Source: an optimization exercise on an open RTL-to-GDS flow (aim: small area, a short achievable clock period and few clock cycles per item). Production flows keep margins and buffers that such runs may drop. Where RTL was checked, it was by simulation tests only, not by an equivalence proof against the original. Function not checked in run 1: the RTL went through the layout flow alone. No driver is modelled on the clock port, so clocking that relies on it looks cheaper here than on a real chip. Power is estimated from default activity; no workload was simulated.

==> flow/design.v (outline; a module is shown in full before it is edited, if it fits) <==
// module fa_cell: 4 lines
// module ks_nor: 1 lines
// module ks_nand: 1 lines
// module ks_xor: 1 lines
// module ks_aoi: 1 lines
// module ks_oai: 1 lines
// module mkMACBuff: 4545 lines
module mkMACBuff (
    input  CLK,
    input  RST_N,
    input  EN_mac,
    output RDY_mac,
    input  [15:0] mac_vectA_0,
    input  [15:0] mac_vectB_0,
    input  [15:0] mac_vectA_1,
    input  [15:0] mac_vectB_1,
    input  [15:0] mac_vectA_2,
    input  [15:0] mac_vectB_2,
    input  [15:0] mac_vectA_3,
    input  [15:0] mac_vectB_3,
    output EN_writeMem,
    output [5:0] writeMem_addr,
    output [33:0] writeMem_val,
    input  EN_blockRead,
    output RDY_blockRead,
    output EN_readMem,
    output [5:0] readMem_addr,
    input  [33:0] readMem_val,
    output VALID_memVal,
    output [33:0] memVal_data
);
  // ...
==> flow/flow/run.sh <==
#!/bin/bash
# The standard layout (the standard.sh, standard synthesis unchanged), with
# two changes:
#  - the port buffers that global placement inserts on every input and output
#    are buf_2 cells instead of the default choice;
#  - flow/t1_skew.tcl (run before clock tree synthesis) gives the first tree
#    register bank (t1_*) a later clock: useful skew between register banks
#    inside the datapath (no register that takes a port input or drives an
#    output port is moved).
# Each ORFS step writes its full log under orfs/logs/; make's own output goes
# to standard.log.
bash standard.sh BUFFER_PORTS_ARGS="-buffer_cell sky130_fd_sc_hd__buf_2" \
  PRE_CTS_TCL="$PWD/flow/t1_skew.tcl" finish > standard.log 2>&1
==> flow/flow/t1_skew.tcl <==
# Hook run before clock tree synthesis (PRE_CTS_TCL): useful skew for the
# first tree register bank (t1_*). Its registers only talk to other
# registers: they capture from the input registers (through the partial
# products and the first tree levels, the longest register-to-register
# logic) and launch into the t2_* bank (a shorter stretch of the tree). The
# t1_* bank gets its clock through its own clock buffer, and after clock tree
# synthesis a chain of delay cells is put in front of that buffer, so the
# t1_* clock arrives later than every other register's. No register that
# takes a port input or drives an output port is moved.
set skew_block [ord::get_db_block]
set skew_db [ord::get_db]

set skew_buf [odb::dbInst_create $skew_block [$skew_db findMaster sky130_fd_sc_hd__clkbuf_16] skew_t1_clkbuf]
set skew_net [odb::dbNet_create $skew_block skew_t1_clk]
$skew_net setSigType CLOCK
[$skew_buf findITerm A] connect [$skew_block findNet CLK]
[$skew_buf findITerm X] connect $skew_net
set n 0
set sx 0
set sy 0
foreach inst [$skew_block getInsts] {
  if {[string match "t1_*" [$inst getName]] &&
      [string match "sky130_fd_sc_hd__df*" [[$inst getMaster] getName]]} {
    set it [$inst findITerm CLK]
    $it disconnect
    $it connect $skew_net
    set loc [$inst getLocation]
    incr sx [lindex $loc 0]
    incr sy [lindex $loc 1]
    incr n
  }
}
set skew_x [expr {$sx / $n}]
set skew_y [expr {$sy / $n}]
$skew_buf setLocation $skew_x $skew_y
$skew_buf setPlacementStatus PLACED
puts "t1_skew.tcl: moved $n t1_* registers to clock net skew_t1_clk"

# After clock tree synthesis, put the delay chain in front of skew_t1_clkbuf.
rename clock_tree_synthesis skew_orig_clock_tree_synthesis
proc clock_tree_synthesis {args} {
  skew_orig_clock_tree_synthesis {*}$args
  set block [ord::get_db_block]
  set db [ord::get_db]
  set buf [$block findInst skew_t1_clkbuf]
  set a [$buf findITerm A]
  set src [$a getNet]
  set loc [$buf getLocation]
  set cells {sky130_fd_sc_hd__dlygate4sd3_1}
  set i 0
  foreach cell $cells {
    set d [odb::dbInst_create $block [$db findMaster $cell] skew_t1_dly$i]
    set net [odb::dbNet_create $block skew_t1_dly${i}_net]
    $net setSigType CLOCK
    [$d findITerm A] connect $src
    [$d findITerm X] connect $net
    $d setLocation [lindex $loc 0] [lindex $loc 1]
    $d setPlacementStatus PLACED
    set src $net
    incr i
  }
  $a disconnect
  $a connect $src
  puts "t1_skew.tcl: $i delay cells ($cells) in front of skew_t1_clkbuf"
}
==> flow/standard.sh <==
#!/bin/bash
# synth_recipe.tcl (not shown) runs the flow's synth.tcl, then flattens the netlist and writes it again
# the make line also repeats each setting of config.mk as NAME=value (left out here)
make -C /OpenROAD-flow-scripts/flow DESIGN_CONFIG=/design/flow/config.mk WORK_HOME=/design/flow/orfs CLKGATE_MAP_FILE= SYNTH_SCRIPT=/design/flow/synth_recipe.tcl "${@:-finish}"
==> flow/config.mk <==
export PLATFORM = sky130hd
export DESIGN_NAME = mkMACBuff
export DESIGN_NICKNAME = mkMACBuff
export VERILOG_FILES = /design/flow/design.v
export SDC_FILE = /design/flow/constraint.sdc
export NUM_CORES = 4
export LEC_CHECK = 0
export CAP_MARGIN = 20
export CORE_MARGIN = 2
export CORE_UTILIZATION = 40
export CTS_CLUSTER_DIAMETER = 100
export CTS_CLUSTER_SIZE = 20
export HOLD_SLACK_MARGIN = 0.05
export SETUP_SLACK_MARGIN = 2.05
export SLEW_MARGIN = 20
export SYNTH_HIERARCHICAL = 1
export SYNTH_MINIMUM_KEEP_SIZE = 0
==> flow/constraint.sdc <==
create_clock -name core_clock -period 4.5 [get_ports {CLK}]
set_input_delay 0.9000 -clock core_clock [delete_from_list [all_inputs] [get_ports {CLK}]]
set_output_delay 0.9000 -clock core_clock [all_outputs]
set_load 0.01 [all_outputs]
==> flow_metrics.env, run 1 <==
export IMPL_cts_resized=98
export IMPL_r2r_end="t1_s1471$_DFF_P_"
export IMPL_seq_power_share=0.336
export IMPL_grt_pass1_vias=27189
export IMPL_hold_violations=0
export IMPL_hold_ws_ps=25.6
export IMPL_crit_chain="buf_4 > nand2_1 > fa_1 > fa_1 > fa_1 > fa_2"
export IMPL_setup_slack_ps=2080
export IMPL_die_w_um=316
export IMPL_fin_crit_ps=2420
export IMPL_largest_register="res"
export IMPL_layout_nets=4544
export IMPL_layout_commonest_cell="nand2_1"
export IMPL_status="no timing/DRC/antenna violations"
export IMPL_totalPowerFinal_mw=27.1
export IMPL_worst_path_stages=6
export IMPL_hp_class="reg2reg"
export IMPL_intPower_mw=15.7
export IMPL_rsz0062_at_grt="yes"
export IMPL_setup_violations=0
export IMPL_synth_xor_area_share=0.0157
export IMPL_multi_input_area_um2=26800
export IMPL_p_sw_mw=11.3
export IMPL_relSlewSlack=0.581
export IMPL_hpwl_um=99300
export IMPL_clock_skew_ps=728
export IMPL_synth_top_area_cell="fa_1"
export IMPL_placementRows=114
export IMPL_via_per_inst=5.19
export IMPL_finalSetupTns_ps=0
export IMPL_overflow=0
export IMPL_n_fill_cell=8776
export IMPL_synth_simple_area_share=0.116
export IMPL_critPathArrivalTime_ps=3690
export IMPL_globalplace_congestion=0.954
export IMPL_antenna_found_initial=5
export IMPL_p_comb_mw=13.7
==> run 2: changes to the inputs <==
--- a/flow/design.v
+++ b/flow/design.v
@@ -4495,59 +4495,59 @@
 wire ks_334;
 ks_nand uks_334 (.a(ks_311), .b(ks_277), .y(ks_334));
 wire ks_335;
 assign ks_335 = ~ks_1;
 wire ks_336;
 ks_oai uks_336 (.g(ks_333), .p(ks_334), .c(ks_335), .y(ks_336));
 always_ff @(posedge CLK) res <= {ks_336, ~(ks_52 ^ ks_332), ~(ks_50 ^ ks_331), ~(ks_48 ^ ks_330), ~(ks_46 ^ ks_329), ~(ks_44 ^ ks_327), ~(ks_42 ^ ks_325), ~(ks_40 ^ ks_324), ~(ks_38 ^ ks_323), ~(ks_36 ^ ks_321), ~(ks_34 ^ ks_320), ~(ks_32 ^ ks_319), ~(ks_30 ^ ks_318), ~(ks_28 ^ ks_317), ~(ks_26 ^ ks_315), ~(ks_24 ^ ks_313), ~(ks_22 ^ ks_312), (ks_20 ^ ks_271), (ks_18 ^ ks_267), (ks_16 ^ ks_263), ~(ks_14 ^ ks_259), ~(ks_12 ^ ks_256), (ks_10 ^ ks_251), (ks_8 ^ ks_248), ~(ks_6 ^ ks_245), ~(t3_s1915 ^ ks_190), ~(t3_s1879 ^ ks_187), ~(t3_s1817 ^ ks_184), ~(t3_t2_s1729 ^ ks_180), (t3_t2_s1601 ^ ks_120), (t3_t2_t1_s1397 ^ ks_117), (ks_4 ^ ks_54), ~(t3_t2_t1_s1105 ^ ks_1), ks_2};
     logic [5:0] mac_cnt;
-    logic       rdy;
+    logic       rdy_n;
     logic [5-1:0] vpipe;
     logic [5:0] wr_addr;
     logic       full;
     logic [5:0] rd_addr;
     logic       rd_valid;
     logic       ren;
-    wire accept    = EN_mac && rdy;
+    wire accept    = EN_mac && !rdy_n;
     wire handshake = EN_blockRead && full;
     wire last_wr   = vpipe[5-1] && wr_addr == 6'd63;
     wire rd_last   = rd_valid && rd_addr == 6'd0;
     wire full_nx     = handshake ? 1'b0 : (last_wr ? 1'b1 : full);
     wire rd_valid_nx = handshake ? 1'b1 : (rd_last ? 1'b0 : rd_valid);
     always_ff @(posedge CLK or negedge RST_N) begin
         if (!RST_N) begin
             mac_cnt  <= 6'd0;
-            rdy      <= 1'b1;
+            rdy_n    <= 1'b0;
             vpipe    <= '0;
             wr_addr  <= 6'd0;
             full     <= 1'b0;
             rd_addr  <= 6'd0;
             rd_valid <= 1'b0;
             ren      <= 1'b0;
         end else begin
             if (accept)
                 mac_cnt <= mac_cnt + 6'd1;
             if (handshake)
-                rdy <= 1'b1;
+                rdy_n <= 1'b0;
             else if (accept && mac_cnt == 6'd63)
-                rdy <= 1'b0;
+                rdy_n <= 1'b1;
             vpipe <= {vpipe[5-2:0], accept};
             if (vpipe[5-1])
                 wr_addr <= wr_addr + 6'd1;
             full <= full_nx;
             rd_valid <= rd_valid_nx;
             if (handshake)
                 rd_addr <= 6'd1;
             else if (rd_valid && rd_addr != 6'd0)
                 rd_addr <= rd_addr + 6'd1;
             ren <= full_nx || rd_valid_nx;
         end
     end
-    assign RDY_mac       = rdy;
+    assign RDY_mac       = !rdy_n;
     assign RDY_blockRead = full;
     assign EN_writeMem   = vpipe[5-1];
     assign writeMem_addr = wr_addr;
     assign writeMem_val  = res;
     assign EN_readMem    = ren;
     assign readMem_addr  = rd_addr;
     assign VALID_memVal  = rd_valid;
     assign memVal_data   = readMem_val;
--- a/flow/config.mk
+++ b/flow/config.mk
@@ -6,12 +6,12 @@
 export NUM_CORES = 4
 export LEC_CHECK = 0
 export CAP_MARGIN = 20
 export CORE_MARGIN = 2
 export CORE_UTILIZATION = 40
 export CTS_CLUSTER_DIAMETER = 100
 export CTS_CLUSTER_SIZE = 20
 export HOLD_SLACK_MARGIN = 0.05
-export SETUP_SLACK_MARGIN = 2.05
+export SETUP_SLACK_MARGIN = 2.2
 export SLEW_MARGIN = 20
 export SYNTH_HIERARCHICAL = 1
 export SYNTH_MINIMUM_KEEP_SIZE = 0
==> flow_metrics.env, run 2 <==
export IMPL_period_share=0.518
export IMPL_synthCells=3326
export IMPL_regToRegSetupSlack_ps=2170
export IMPL_ys_seq_area_frac=0.307
export IMPL_setup_violations=0
export IMPL_power_density_nw_per_um2=620
export IMPL_setup_slack_ps=2170
export IMPL_num_vias=24204
export IMPL_fin_crit_ps=2330
export IMPL_first_pass_iters=6
export IMPL_power_leakage_nw=16.0
export IMPL_ant_nets=0
export IMPL_synth_area_um2=39000
export IMPL_synth_nets=4471
export IMPL_tightestPinTransition_ps=602
export IMPL_antenna_found_initial=10
export IMPL_pwr_share_comb=0.504
export IMPL_intPower_mw=16.0
export IMPL_setup_worst_path_end_class="register"
export IMPL_synth_seq_cells=591
export IMPL_io_buffers=182
export IMPL_avgSynthCellArea_um2=11.7
export IMPL_status="no timing/DRC/antenna violations"
export IMPL_vdd_ir_drop_max_mv=0.366
export IMPL_wire_per_inst_um=25.5
export IMPL_p_clk_frac=0.165
export IMPL_cap_violations=0
export IMPL_yosys_area_top_type_share=0.495
export IMPL_cp_data_required_time_ps=5900
export IMPL_drv_slew=0
export IMPL_relSlewSlack=0.599
export IMPL_drc_errors=0
export IMPL_die_height_um=316
export IMPL_cts_tree="built"
export IMPL_globalplace_congestion=0.957
export IMPL_synth_area_leaders="fa_1 (50%), dfxtp_1 (29%), nand2_1 (11%)"
export IMPL_grt_pass1_vias=26363
export IMPL_wirelength_um=119000
export IMPL_syn2layout_area_growth_pct=14.4
export IMPL_clock_latency_ps=1520
export IMPL_die_area_um2=100000
export IMPL_fin_cells=4683
export IMPL_r2r_cells=5
export IMPL_post_place_ws_ps=1040
export IMPL_layout_commonest_cell="nand2_1"
export IMPL_hp_start="a3_r[15]$_DFF_P_"
export IMPL_drive_above_1_share=0.300
export IMPL_drtIter0Drc=2260
export IMPL_hold_depth=2
export IMPL_fmax_mhz=429
export IMPL_grt_pass1_wl_um=177000
export IMPL_largest_register="res"
export IMPL_yosysMostFrequentCell="nand2_1"
export IMPL_seq_power_share=0.331
export IMPL_synth_top_area_cell="fa_1"
export IMPL_clk_pin_slew_ps=90
export IMPL_overflow=0
export IMPL_initial_core_util=0.403
export IMPL_die_w_um=316
export IMPL_final_cell_mix="nand2_1 (976), fa_1 (615), dfxtp_1 (449)"
export IMPL_clock_skew_ps=788
export IMPL_via_per_inst=5.17
export IMPL_totalPowerFinal_mw=27.7
export IMPL_diodes=0
export IMPL_layout_nets=4530
export IMPL_placementRows=114
export IMPL_synth_edf_count=0
export IMPL_n_fill_cell=8745
export IMPL_hold_violations=0
export IMPL_hold_path_endpoint="t1_s625$_DFF_P_"
export IMPL_hpwl_um=98600
export IMPL_rsz0062_at_grt="yes"
export IMPL_async_flop_share=0.0457
export IMPL_core_um2=96700
export IMPL_num_io_pins=251
export IMPL_slowest_delay_ps=690
export IMPL_hp_class="reg2reg"
export IMPL_crit_top_cell="fa_1"
export IMPL_yosys_warnings=7
export IMPL_largest_reg_flops=34
export IMPL_critPathArrivalTime_ps=3740
export IMPL_grt_usage=0.244
export IMPL_slowest_stage="fa_1"
export IMPL_ys_top_cells_by_count="nand2_1 (1093), fa_1 (965), dfxtp_1 (564)"
export IMPL_synthDistinctLibCells=34
export IMPL_cp_max_fo=16
export IMPL_place_inst=4574
export IMPL_crit_reg2reg_launch="b0_r[0]$_DFF_P_"
export IMPL_switching_share=0.422
export IMPL_grt_start_max_net_pins=28
export IMPL_dominantRegCellSynth="dfxtp_1"
export IMPL_critPathLaunchType="register"
export IMPL_crit_chain="nand2_1 > fa_1 > fa_1 > fa_2 > fa_1"
export IMPL_critical_path_class="reg2reg"
export IMPL_p_sw_mw=11.7
export IMPL_finalSetupTns_ps=0
export IMPL_r2r_end="t1_s1471$_DFF_P_"
## run 2: cell type report, without the clock buffers
type	instances	area, um^2	share of cell area
flip-flops and latches	591	12300	0.276
repair buffers	297	1870	0.0418
clock inverters	18	268	0.00600
multi-input cells	2371	27000	0.604
well taps	1276	1600	0.0358
inverters	73	274	0.00614
plain buffers	2	35.0	0.000785
## run 2: cells by family after synthesis
logic type / count (synthesis) / synth area share
multiplexers: 3 / 0.000834
AND/OR/NAND/NOR: 1196 / 0.116
AO/OA/AOI/OAI: 123 / 0.0226
flip-flops: 591 / 0.307
XOR/XNOR: 70 / 0.0157
buffers and inverters: 364 / 0.0383
adder cells (fa/ha/maj): 979 / 0.500
## run 2: metal layers
metal | GRT usage | up-vias | part of all wire
met3 | 0.0801 | 196 | 0.12
met1 | 0.342 | 12717 | 0.42
met2 | 0.374 | 1314 | 0.44
li1 | - | 9971 | -
met5 | 0.00568 | - | 0.00094
met4 | 0.0495 | 6 | 0.022
## run 2: worst max-delay path by stage
stage                          startpoint                to  slack, ps  depth (start not counted)
after floorplan           a3_r[9]$_DFF_P_  t1_s1497$_DFF_P_       1770                          7
after global placement    b0_r[2]$_DFF_P_  t1_s1471$_DFF_P_       1060                          5
after detailed placement  b0_r[2]$_DFF_P_  t1_s1471$_DFF_P_       1040                          5
after CTS                 b0_r[1]$_DFF_P_  t1_s1471$_DFF_P_       2100                          5
after global routing      b0_r[0]$_DFF_P_  t1_s1471$_DFF_P_       2120                          5
final                     b0_r[0]$_DFF_P_  t1_s1471$_DFF_P_       2170                          5
## run 2: what timing repair did
| item | in CTS | in global routing |
|---|---|---|
| endpoints found under the hold margin | 6 | 3 |
| gates resized for setup | 174 | 66 |
| endpoints found under the setup margin | 212 | 59 |
| hold buffers | 9 | 3 |
| pin swaps | 0 | 0 |
| setup buffers | 9 | 13 |
## run 2: through the flow
stage               utilization  instance area [um^2]  hold WS (ps)
global placement          0.437                 42200           311
CTS                       0.458                 44300          53.0
detailed placement        0.437                 42200           312
finish                    0.462                 44700          12.8
floorplan                     -                 43000           310
global route              0.462                 44700          51.9
## run 2: power groups by stage
stage / clock [mW] / sequential [mW] / combinational [mW]
final: 4.57 / 9.15 / 14.0
after global routing: 4.88 / 9.35 / 15.7
after CTS: 4.71 / 9.14 / 13.9
after detailed placement: 0 / 9.29 / 13.8
after global placement: 0 / 9.22 / 13.6
after floorplan: 0 / 8.68 / 8.84
## run 2: modules after synthesis, one instance, submodules excluded
module | times used | cells | flops+latches | area (um^2)
ks_nand | 57 | 1 | 0 | 3.75
ks_xor | 26 | 1 | 0 | 8.76
ks_nor | 79 | 1 | 0 | 3.75
mkMACBuff | 1 | 2086 | 591 | 18100
ks_aoi | 66 | 1 | 0 | 8.76
fa_cell | 965 | 1 | 0 | 20.0
ks_oai | 47 | 1 | 0 | 5.00
## run 2: critical path, delay by kind of cell (launching register included)
kind / cells / cell delay [ps]
flip-flops: 1 / 580
AND/OR/NAND/NOR: 1 / 180
adder cells (fa/ha/maj): 4 / 2200
Testbench counts of run 2, summed over its fixed seeds: cycles 14,464, items 12,288.
==> run 3: changes to the inputs <==
--- a/flow/config.mk
+++ b/flow/config.mk
@@ -8,10 +8,10 @@
 export CAP_MARGIN = 20
 export CORE_MARGIN = 2
 export CORE_UTILIZATION = 40
-export CTS_CLUSTER_DIAMETER = 100
-export CTS_CLUSTER_SIZE = 20
+export CTS_CLUSTER_DIAMETER = 110
+export CTS_CLUSTER_SIZE = 25
 export HOLD_SLACK_MARGIN = 0.05
-export SETUP_SLACK_MARGIN = 2.2
+export SETUP_SLACK_MARGIN = 2.25
 export SLEW_MARGIN = 20
 export SYNTH_HIERARCHICAL = 1
 export SYNTH_MINIMUM_KEEP_SIZE = 0
==> flow_metrics.env, run 3 <==
export IMPL_status="no timing/DRC/antenna violations"
export IMPL_synth_top_area_cell="fa_1"
export IMPL_overflow=0
export IMPL_drive_above_1_share=0.315
export IMPL_diodes=0
export IMPL_period_share=0.509
export IMPL_r2r_cells=6
export IMPL_layout_commonest_cell="nand2_1"
export IMPL_fmax_mhz=436
export IMPL_totalPowerFinal_mw=27.3
export IMPL_postLayoutCoreUtil=0.467
export IMPL_hold_violations=0
export IMPL_rsz0062_at_grt="yes"
export IMPL_grt_start_max_net_pins=28
export IMPL_largest_register="res"
export IMPL_cts_tree="built"
export IMPL_via_per_inst=5.17
export IMPL_drtIter0Drc=2208
export IMPL_grt_pass1_vias=26917
export IMPL_placementRows=114
export IMPL_synth_area_leaders="fa_1 (50%), dfxtp_1 (29%), nand2_1 (11%)"
export IMPL_clock_latency_ps=1470
export IMPL_synth_nets=4471
export IMPL_num_vias=24471
export IMPL_power_density_nw_per_um2=604
export IMPL_largest_reg_flops=34
export IMPL_io_buffers=182
export IMPL_clock_skew_ps=756
export IMPL_die_height_um=316
export IMPL_relSlewSlack=0.585
export IMPL_hold_ws_ps=17.4
export IMPL_die_area_um2=100000
export IMPL_grt_usage=0.243
export IMPL_initial_core_util=0.403
export IMPL_yosys_warnings=7
export IMPL_syn2layout_area_growth_pct=15.6
export IMPL_core_um2=96700
export IMPL_critPathLaunchType="register"
export IMPL_antenna_found_initial=1
export IMPL_hpwl_um=97400
export IMPL_final_cell_mix="nand2_1 (975), fa_1 (610), dfxtp_1 (443)"
export IMPL_ys_seq_area_frac=0.307
export IMPL_grt_pass1_wl_um=177000
export IMPL_fin_crit_ps=2290
export IMPL_drc_errors=0
export IMPL_cp_max_fo=15
export IMPL_ys_top_cells_by_count="nand2_1 (1093), fa_1 (965), dfxtp_1 (564)"
export IMPL_yosys_area_top_type_share=0.495
export IMPL_layout_nets=4586
export IMPL_cp_data_required_time_ps=5810
export IMPL_synthDistinctLibCells=34
export IMPL_setup_violations=0
export IMPL_finalSetupTns_ps=0
export IMPL_yosysMostFrequentCell="nand2_1"
export IMPL_die_w_um=316
export IMPL_ant_nets=0
export IMPL_cap_violations=0
export IMPL_synth_area_um2=39000
export IMPL_drv_slew=0
export IMPL_hold_depth=2
export IMPL_critical_path_class="reg2reg"
export IMPL_tightestPinTransition_ps=620
export IMPL_power_leakage_nw=16.3
export IMPL_async_flop_share=0.0457
export IMPL_globalplace_congestion=0.931
export IMPL_critPathArrivalTime_ps=3600
export IMPL_num_io_pins=251
export IMPL_hp_class="reg2reg"
export IMPL_vdd_ir_drop_max_mv=0.356
export IMPL_first_pass_iters=5
export IMPL_dominantRegCellSynth="dfxtp_1"
export IMPL_wirelength_um=119000
export IMPL_synth_seq_cells=591
export IMPL_clk_pin_slew_ps=100
export IMPL_avgSynthCellArea_um2=11.7
export IMPL_synthCells=3326
export IMPL_synth_edf_count=0
export IMPL_setup_worst_path_end_class="register"
export IMPL_wire_per_inst_um=25.2
run 3: cell counts after synthesis:
No cell type changed its count.
run 3: final timing paths:
kind                                 start                      to  slack (ps)
max in group asynchronous            RST_N      rd_valid$_DFF_PN0_        3930
min                        b3_r[0]$_DFF_P_        t1_s1105$_DFF_P_          20
min in group asynchronous            RST_N  rd_addr[1]$_DFFE_PN0P_         150
max reg2reg                b0_r[2]$_DFF_P_        t1_s1483$_DFF_P_        2210
min reg2reg                b3_r[0]$_DFF_P_        t1_s1105$_DFF_P_          20
max                        b0_r[2]$_DFF_P_        t1_s1483$_DFF_P_        2210
run 3: stage by stage:
step	cells	cell area [um^2]	setup WS [ps]
3_3_place_gp	4570	42200	1070
4_1_cts	4676	44400	2240
6_report	4732	45100	2210
2_1_floorplan	3326	43000	1770
3_5_place_dp	4570	42200	1060
5_1_grt	4732	45100	2190
run 3: area by class of cell, without the clock buffers:
| class | instances | area [um^2] |
|---|---|---|
| Fill cell | 8757 | 51600 |
| Multi-Input combinational cell | 2371 | 27000 |
| Sequential cell | 591 | 12400 |
| Timing Repair Buffer | 361 | 2520 |
| Tap cell | 1276 | 1600 |
| Inverter | 73 | 274 |
| Clock inverter | 16 | 245 |
| Buffer | 2 | 35.0 |
run 3: kinds of logic (layout without fill, tap and decap cells):
group / count (synthesis) / after routing / share of synthesized area
AND/OR/NAND/NOR: 1196 / 1196 / 0.116
adder cells (fa/ha/maj): 979 / 979 / 0.500
flip-flops: 591 / 591 / 0.307
buffers and inverters: 364 / 494 / 0.0383
AO/OA/AOI/OAI: 123 / 123 / 0.0226
XOR/XNOR: 70 / 70 / 0.0157
multiplexers: 3 / 3 / 0.000834
run 3: Yosys stat by module (local to each module, per instance):
module     copies in the design  area, um^2  cells  flops+latches
ks_xor                       26        8.76      1              0
mkMACBuff                     1       18100   2086            591
ks_nor                       79        3.75      1              0
ks_nand                      57        3.75      1              0
ks_aoi                       66        8.76      1              0
ks_oai                       47        5.00      1              0
fa_cell                     965        20.0      1              0
run 3: timing repair:
| item | CTS | global route |
|---|---|---|
| pin swaps | 1 | 5 |
| hold buffers | 12 | 0 |
| gates resized for setup | 240 | 45 |
| endpoints found under the hold margin | 11 | 0 |
| setup buffers | 34 | 56 |
| setup endpoints to repair | 227 | 59 |
run 3: power by group:
group / internal (mW) / leakage [nW] / switching (mW)
combinational: 6.28 / 10.5 / 7.90
sequential: 7.59 / 5.12 / 1.47
clock: 1.82 / 0.638 / 2.21
run 3: routing by layer:
metal	wire, um	share of wire	up-vias	global-route usage
li1	-	-	10070	-
met1	50500	0.42	12959	0.340
met2	52800	0.44	1262	0.369
met3	13500	0.11	178	0.0796
met4	2640	0.022	2	0.0549
met5	10	0.000084	-	0
run 3: worst max-delay path, cell delays in order, from the launching register on:
cell     delay [ps]
dfxtp_4         500
buf_4           170
nand2_4          40
fa_1            500
fa_2            630
fa_2            460
fa_1            550
==> run 4: changes to the inputs <==
--- a/flow/config.mk
+++ b/flow/config.mk
@@ -11,7 +11,7 @@
 export CTS_CLUSTER_DIAMETER = 110
 export CTS_CLUSTER_SIZE = 25
 export HOLD_SLACK_MARGIN = 0.05
-export SETUP_SLACK_MARGIN = 2.25
+export SETUP_SLACK_MARGIN = 2.3
 export SLEW_MARGIN = 20
 export SYNTH_HIERARCHICAL = 1
 export SYNTH_MINIMUM_KEEP_SIZE = 0
==> flow_metrics.env, run 4 <==
export IMPL_critPathLaunchType="register"
export IMPL_cp_data_required_time_ps=5110
export IMPL_p_sw_mw=11.6
export IMPL_period_share=0.507
export IMPL_io_buffers=182
export IMPL_first_pass_iters=6
export IMPL_fin_crit_ps=2280
export IMPL_synth_seq_cells=591
export IMPL_drive_above_1_share=0.337
export IMPL_status="failed layout checks"
export IMPL_relSlewSlack=0.597
export IMPL_hold_violations=1
export IMPL_core_um2=96700
export IMPL_num_vias=24978
export IMPL_drv_slew=0
export IMPL_r2r_end="t2_s1813$_DFF_P_"
export IMPL_fin_cells=4813
export IMPL_die_w_um=316
export IMPL_hold_ws_ps=-9.14
export IMPL_postLayoutCoreUtil=0.477
export IMPL_synth_edf_count=0
export IMPL_worst_path_stages=2
export IMPL_layout_nets=4667
export IMPL_layout_commonest_cell="nand2_1"
export IMPL_clock_skew_ps=792
export IMPL_cts_tree="built"
export IMPL_fmax_mhz=438
export IMPL_wirelength_um=122000
export IMPL_grt_pass1_vias=26704
export IMPL_synth_top_area_cell="fa_1"
export IMPL_crit_end="t2_s1813$_DFF_P_"
export IMPL_synthCells=3326
export IMPL_grt_start_max_net_pins=28
export IMPL_tightestPinTransition_ps=605
export IMPL_drc_errors=0
export IMPL_synth_nets=4471
export IMPL_dominantRegCellSynth="dfxtp_1"
export IMPL_drtIter0Drc=2176
export IMPL_slowest_stage="fa_1"
export IMPL_initial_core_util=0.403
export IMPL_p_clk_frac=0.146
export IMPL_setup_slack_ps=2220
export IMPL_ys_top_cells_by_count="nand2_1 (1093), fa_1 (965), dfxtp_1 (564)"
export IMPL_crit_chain="fa_1 > fa_2"
export IMPL_wire_per_inst_um=25.4
export IMPL_cp_max_fo=1
export IMPL_intPower_mw=15.8
export IMPL_check_faults="negative hold slack"
export IMPL_die_area_um2=100000
export IMPL_n_fill_cell=8620
export IMPL_crit_reg2reg_launch="t1_c1592$_DFF_P_"
export IMPL_startpoint="t1_c1592$_DFF_P_"
export IMPL_final_cell_mix="nand2_1 (973), fa_1 (598), dfxtp_1 (433)"
export IMPL_setup_worst_path_end_class="register"
export IMPL_power_leakage_nw=16.8
export IMPL_hpwl_um=97500
export IMPL_crit_buf_inv=0
export IMPL_synth_area_um2=39000
export IMPL_place_inst=4578
export IMPL_hp_start="b3_r[0]$_DFF_P_"
export IMPL_async_flop_share=0.0457
export IMPL_grt_usage=0.242
export IMPL_cap_violations=0
export IMPL_globalplace_congestion=0.941
export IMPL_clock_latency_ps=1510
export IMPL_switching_share=0.422
export IMPL_critical_path_class="reg2reg"
export IMPL_vdd_ir_drop_max_mv=0.312
export IMPL_critPathArrivalTime_ps=2900
export IMPL_seq_power_share=0.331
export IMPL_placementRows=114
export IMPL_largest_reg_flops=34
export IMPL_largest_register="res"
export IMPL_post_place_ws_ps=1010
export IMPL_ys_seq_area_frac=0.307
export IMPL_regToRegSetupSlack_ps=2220
export IMPL_diodes=0
export IMPL_r2r_cells=2
export IMPL_rsz0062_at_grt="yes"
export IMPL_overflow=0
export IMPL_synthDistinctLibCells=34
export IMPL_yosys_warnings=7
export IMPL_syn2layout_area_growth_pct=18.3
export IMPL_finalSetupTns_ps=0
export IMPL_hp_class="reg2reg"
export IMPL_yosys_area_top_type_share=0.495
export IMPL_clk_pin_slew_ps=110
export IMPL_grt_pass1_wl_um=176000
export IMPL_antenna_found_initial=5
export IMPL_slowest_delay_ps=580
export IMPL_ant_nets=0
export IMPL_avgSynthCellArea_um2=11.7
export IMPL_pwr_share_comb=0.523
export IMPL_synth_area_leaders="fa_1 (50%), dfxtp_1 (29%), nand2_1 (11%)"
export IMPL_setup_violations=0
export IMPL_die_height_um=316
export IMPL_yosysMostFrequentCell="nand2_1"
export IMPL_power_density_nw_per_um2=594
export IMPL_path_delay_family="adder cells"
export IMPL_num_io_pins=251
export IMPL_via_per_inst=5.19
==> run 4: kinds of logic after synthesis <==
group,Yosys count,share of synthesized area
AO/OA/AOI/OAI,123,0.0226
XOR/XNOR,70,0.0157
adder cells (fa/ha/maj),979,0.500
buffers and inverters,364,0.0383
flip-flops,591,0.307
multiplexers,3,0.000834
AND/OR/NAND/NOR,1196,0.116
==> run 4: through the flow <==
stage	total power, mW	instance area, um^2
3_5_place_dp	23.1	42300
3_3_place_gp	22.8	42300
4_1_cts	27.3	44700
2_1_floorplan	17.5	43000
6_report	27.4	46100
5_1_grt	29.8	46100
==> run 4: worst min path at each step <==
stage,slack (ps),cells after the start,to
after floorplan,310,0,t2_t1_c1106$_DFF_P_
after global placement,310,0,t2_t1_s701$_DFF_P_
after detailed placement,310,0,t2_t1_pp3_12_0$_DFF_P_
after CTS,60,2,t1_s1105$_DFF_P_
after global routing,60,2,t1_s1427$_DFF_P_
final,-9,2,t1_s1427$_DFF_P_
==> run 4: area by class of cell, without the clock buffers <==
type | instances | area (um^2) | share of cell area
plain buffers | 2 | 35.0 | 0.000759
clock inverters | 15 | 239 | 0.00518
inverters | 73 | 274 | 0.00594
multi-input cells | 2371 | 27100 | 0.587
flip-flops and latches | 591 | 12400 | 0.269
well taps | 1276 | 1600 | 0.0346
repair buffers | 443 | 3490 | 0.0757
==> run 4: worst reg2reg max path: stages (launching register included) <==
cell and delay [ps]:
dfxtp_1 320, fa_1 580, fa_2 500
==> run 4: what timing repair did <==
item / in CTS / in global routing
endpoints found under the hold margin: 10 / 2
setup buffers: 49 / 109
pin swaps: 11 / 39
hold buffers: 16 / 2
resized for setup: 260 / 86
endpoints found under the setup margin: 241 / 102
==> run 4: power by group through the flow <==
stage | sequential (mW) | combinational [mW] | clock (mW)
global placement | 9.20 | 13.5 | 0
floorplan | 8.68 | 8.84 | 0
global route | 9.27 | 16.2 | 4.33
CTS | 9.07 | 14.1 | 4.17
detailed placement | 9.26 | 13.8 | 0
finish | 9.06 | 14.3 | 4.01
==> run 4: per-module statistics from Yosys (local to each module, per instance) <==
module	copies in the design	cells inside	area (um^2)
mkMACBuff	1	2086	18100
fa_cell	965	1	20.0
ks_aoi	66	1	8.76
ks_xor	26	1	8.76
ks_oai	47	1	5.00
ks_nand	57	1	3.75
ks_nor	79	1	3.75
==> run 4: routing by layer <==
| metal | global-route usage | share of wire | vias up |
|---|---|---|---|
| li1 | - | - | 10222 |
| met1 | 0.333 | 0.41 | 13121 |
| met2 | 0.373 | 0.45 | 1392 |
| met3 | 0.0821 | 0.12 | 239 |
| met4 | 0.0532 | 0.029 | 4 |
| met5 | 0 | 0.00020 | - |
==> run 5: changes to the inputs <==
--- a/flow/config.mk
+++ b/flow/config.mk
@@ -11,7 +11,7 @@
 export CTS_CLUSTER_DIAMETER = 110
 export CTS_CLUSTER_SIZE = 25
 export HOLD_SLACK_MARGIN = 0.05
-export SETUP_SLACK_MARGIN = 2.3
+export SETUP_SLACK_MARGIN = 2.2
 export SLEW_MARGIN = 20
 export SYNTH_HIERARCHICAL = 1
 export SYNTH_MINIMUM_KEEP_SIZE = 0
==> flow_metrics.env, run 5 <==
export IMPL_pwr_share_comb=0.510
export IMPL_syn2layout_area_growth_pct=13.9
export IMPL_power_density_nw_per_um2=614
export IMPL_async_flop_share=0.0457
export IMPL_diodes=0
export IMPL_intPower_mw=15.7
export IMPL_cp_data_required_time_ps=5810
export IMPL_die_area_um2=100000
export IMPL_ys_top_cells_by_count="nand2_1 (1093), fa_1 (965), dfxtp_1 (564)"
export IMPL_final_cell_mix="nand2_1 (976), fa_1 (615), dfxtp_1 (449)"
export IMPL_regArea_um2=12400
export IMPL_num_vias=24042
export IMPL_layout_commonest_cell="nand2_1"
export IMPL_clock_latency_ps=1480
export IMPL_placementRows=114
export IMPL_dominantRegCellSynth="dfxtp_1"
export IMPL_relSlewSlack=0.604
export IMPL_setup_worst_path_end_class="register"
export IMPL_ys_seq_area_frac=0.307
export IMPL_core_um2=96700
export IMPL_rsz0062_at_grt="yes"
export IMPL_synth_top_area_cell="fa_1"
export IMPL_fin_crit_ps=2310
export IMPL_totalPowerFinal_mw=27.3
export IMPL_slowest_delay_ps=600
export IMPL_p_clk_frac=0.154
export IMPL_antenna_found_initial=12
export IMPL_crit_chain="buf_4 > nand2_1 > fa_2 > fa_1 > fa_1 > fa_1"
export IMPL_clock_skew_ps=768
export IMPL_synth_edf_count=0
export IMPL_hold_ws_ps=24.6
export IMPL_grt_pass1_vias=26172
export IMPL_period_share=0.513
export IMPL_status="no timing/DRC/antenna violations"
export IMPL_first_pass_iters=5
export IMPL_largest_register="res"
export IMPL_critical_path_class="reg2reg"
export IMPL_cts_tree="built"
export IMPL_num_io_pins=251
export IMPL_globalplace_congestion=0.957
export IMPL_initial_core_util=0.403
export IMPL_wirelength_um=119000
export IMPL_met2_usage=0.371
export IMPL_fmax_mhz=433
export IMPL_synthCells=3326
export IMPL_hold_violations=0
export IMPL_grt_usage=0.243
export IMPL_crit_reg2reg_launch="a1_r[9]$_DFF_P_"
export IMPL_slowest_stage="fa_2"
export IMPL_cp_max_fo=16
export IMPL_gr_usage_met1=0.342
export IMPL_synth_area_leaders="fa_1 (50%), dfxtp_1 (29%), nand2_1 (11%)"
export IMPL_synth_nets=4471
export IMPL_place_area_um2=42200
export IMPL_critPathLaunchType="register"
export IMPL_drc_errors=0
export IMPL_n_fill_cell=8785
export IMPL_tightestPinTransition_ps=595
export IMPL_busiest_layer="met2"
export IMPL_largest_reg_flops=34
export IMPL_grt_start_max_net_pins=28
export IMPL_drtIter0Drc=2201
export IMPL_multi_input_area_um2=27000
export IMPL_switching_share=0.426
export IMPL_ant_nets=0
export IMPL_synth_seq_cells=591
export IMPL_yosysMostFrequentCell="nand2_1"
export IMPL_io_buffers=182
export IMPL_synth_area_um2=39000
export IMPL_setup_violations=0
export IMPL_power_leakage_nw=15.9
export IMPL_layout_nets=4511
export IMPL_critPathArrivalTime_ps=3620
export IMPL_hpwl_um=98600
export IMPL_yosys_warnings=7
export IMPL_overflow=0
export IMPL_grt_pass1_wl_um=177000
export IMPL_place_inst=4574
export IMPL_drv_slew=0
export IMPL_p_sw_mw=11.6
export IMPL_hp_start="b3_r[12]$_DFF_P_"
export IMPL_avgSynthCellArea_um2=11.7
export IMPL_die_height_um=316
export IMPL_seq_power_share=0.336
export IMPL_yosys_area_top_type_share=0.495
export IMPL_cap_violations=0
export IMPL_clk_pin_slew_ps=110
export IMPL_fin_cells=4661
export IMPL_crit_top_cell="fa_1"
export IMPL_startpoint="a1_r[9]$_DFF_P_"
export IMPL_hp_class="reg2reg"
export IMPL_design_area_um2=44400
export IMPL_drive_above_1_share=0.297
export IMPL_synthDistinctLibCells=34
export IMPL_wire_per_inst_um=25.5
export IMPL_grt_use_met3=0.0799
export IMPL_die_w_um=316
export IMPL_vdd_ir_drop_max_mv=0.308
export IMPL_finalSetupTns_ps=0
export IMPL_via_per_inst=5.16
run 5: final cells by class, without the clock buffers:
type,count,share of cell area
Inverter,73,0.00617
Buffer,2,0.000789
Timing Repair Buffer,285,0.0400
Sequential cell,591,0.278
Multi-Input combinational cell,2371,0.607
Tap cell,1276,0.0359
Clock inverter,18,0.00715
run 5: power by group through the flow:
stage	sequential [mW]	combinational (mW)	clock (mW)
after floorplan	8.68	8.84	0
after global placement	9.22	13.6	0
after detailed placement	9.29	13.8	0
after CTS	9.15	13.9	4.35
after global routing	9.37	15.6	4.51
final	9.15	13.9	4.21
run 5: worst paths after layout:
kind	endpoint	slack (ps)	depth (start not counted)
worst max register to register	t1_s1471$_DFF_P_	2190	6
worst max-delay path	t1_s1471$_DFF_P_	2190	6
max in group asynchronous	rd_addr[3]$_DFFE_PN0P_	3910	1
worst min-delay path	t1_s625$_DFF_P_	20	2
min in group asynchronous	full$_DFF_PN0_	160	1
worst min register to register	t1_s625$_DFF_P_	20	2
run 5: critical path: cells and delay by family (launching register included):
kind,cells,cell delay (ps)
flip-flops,1,320
adder cells (fa/ha/maj),4,2130
AND/OR/NAND/NOR,1,140
buffers and inverters,1,280
run 5: what timing repair did:
item | 4_1_cts | 5_1_grt
endpoints found under the hold margin | 6 | 1
cloned | 0 | 0
setup buffers | 5 | 7
setup endpoints to repair | 211 | 61
hold buffers | 9 | 1
gates resized for setup | 186 | 66
run 5: per-stage QoR:
| step | utilization | worst slack [ps] |
|---|---|---|
| floorplan | - | 1770 |
| global placement | 0.437 | 1060 |
| detailed placement | 0.437 | 1040 |
| CTS | 0.457 | 2090 |
| global route | 0.459 | 2120 |
| finish | 0.459 | 2190 |
run 5: modules after synthesis (local to each module, per instance):
| module | flip-flops and latches | cell area, um^2 | cells inside |
|---|---|---|---|
| mkMACBuff | 591 | 18100 | 2086 |
| ks_oai | 0 | 5.00 | 1 |
| ks_nand | 0 | 3.75 | 1 |
| ks_xor | 0 | 8.76 | 1 |
| fa_cell | 0 | 20.0 | 1 |
| ks_aoi | 0 | 8.76 | 1 |
| ks_nor | 0 | 3.75 | 1 |
run 5: cells by family after synthesis:
kind of cell,synth area share
compound gates,0.0226
xor+xnor,0.0157
fa+ha+maj,0.500
buf+inv,0.0383
flops,0.307
mux,0.000834
simple gates,0.116
run 5: routing by layer:
metal / part of all wire / wire length [um] / up-vias
met5: 0.00060 / 71 / -
met4: 0.022 / 2560 / 10
met3: 0.11 / 13600 / 187
met2: 0.44 / 52300 / 1237
met1: 0.42 / 50500 / 12688
li1: - / - / 9920

## afterwards: timing with drivers on the ports
Ports are ideal in the flow. The routed layouts listed here were re-timed in OpenROAD. Step 1 (the two cells are an assumption about what drives the block):
set clk [get_ports {CLK}]
set_driving_cell -lib_cell sky130_fd_sc_hd__clkbuf_16 $clk
set_driving_cell -lib_cell sky130_fd_sc_hd__buf_2 [delete_from_list [all_inputs] $clk]
Step 2, shift: input delay + t, output delay - t, t = (earliest + latest rising clock arrival at the registers) / 2. This alone moves slack from input paths to output paths. Three values: ideal ports, drivers, drivers and shift; two values: the first two.
| run | t (ns) | setup WS [ns] | hold WS [ns] | worst setup path after step 2 | latest minus earliest clock arrival (ns) |
|---|---|---|---|---|---|
| run 1 | 1.169 | 2.084 / 2.063 / 2.084 | 0.026 / 0.026 / 0.026 | register to register | 0.727 / 0.727 |
| run 2 | 1.200 | 2.168 / 2.168 / 2.168 | 0.013 / 0.013 / 0.013 | register to register | 0.788 / 0.789 |
| run 3 | 1.170 | 2.208 / 2.208 / 2.208 | 0.017 / 0.017 / 0.017 | register to register | 0.757 / 0.756 |
| run 4 | 1.190 | 2.218 / 2.204 / 2.218 | -0.009 / -0.009 / -0.009 | register to register | 0.792 / 0.793 |
| run 5 | 1.178 | 2.193 / 2.177 / 2.193 | 0.025 / 0.025 / 0.025 | register to register | 0.769 / 0.768 |
In every run listed the clock reaches the registers at very different times; t lies between them, and the last value is a rough guide only.
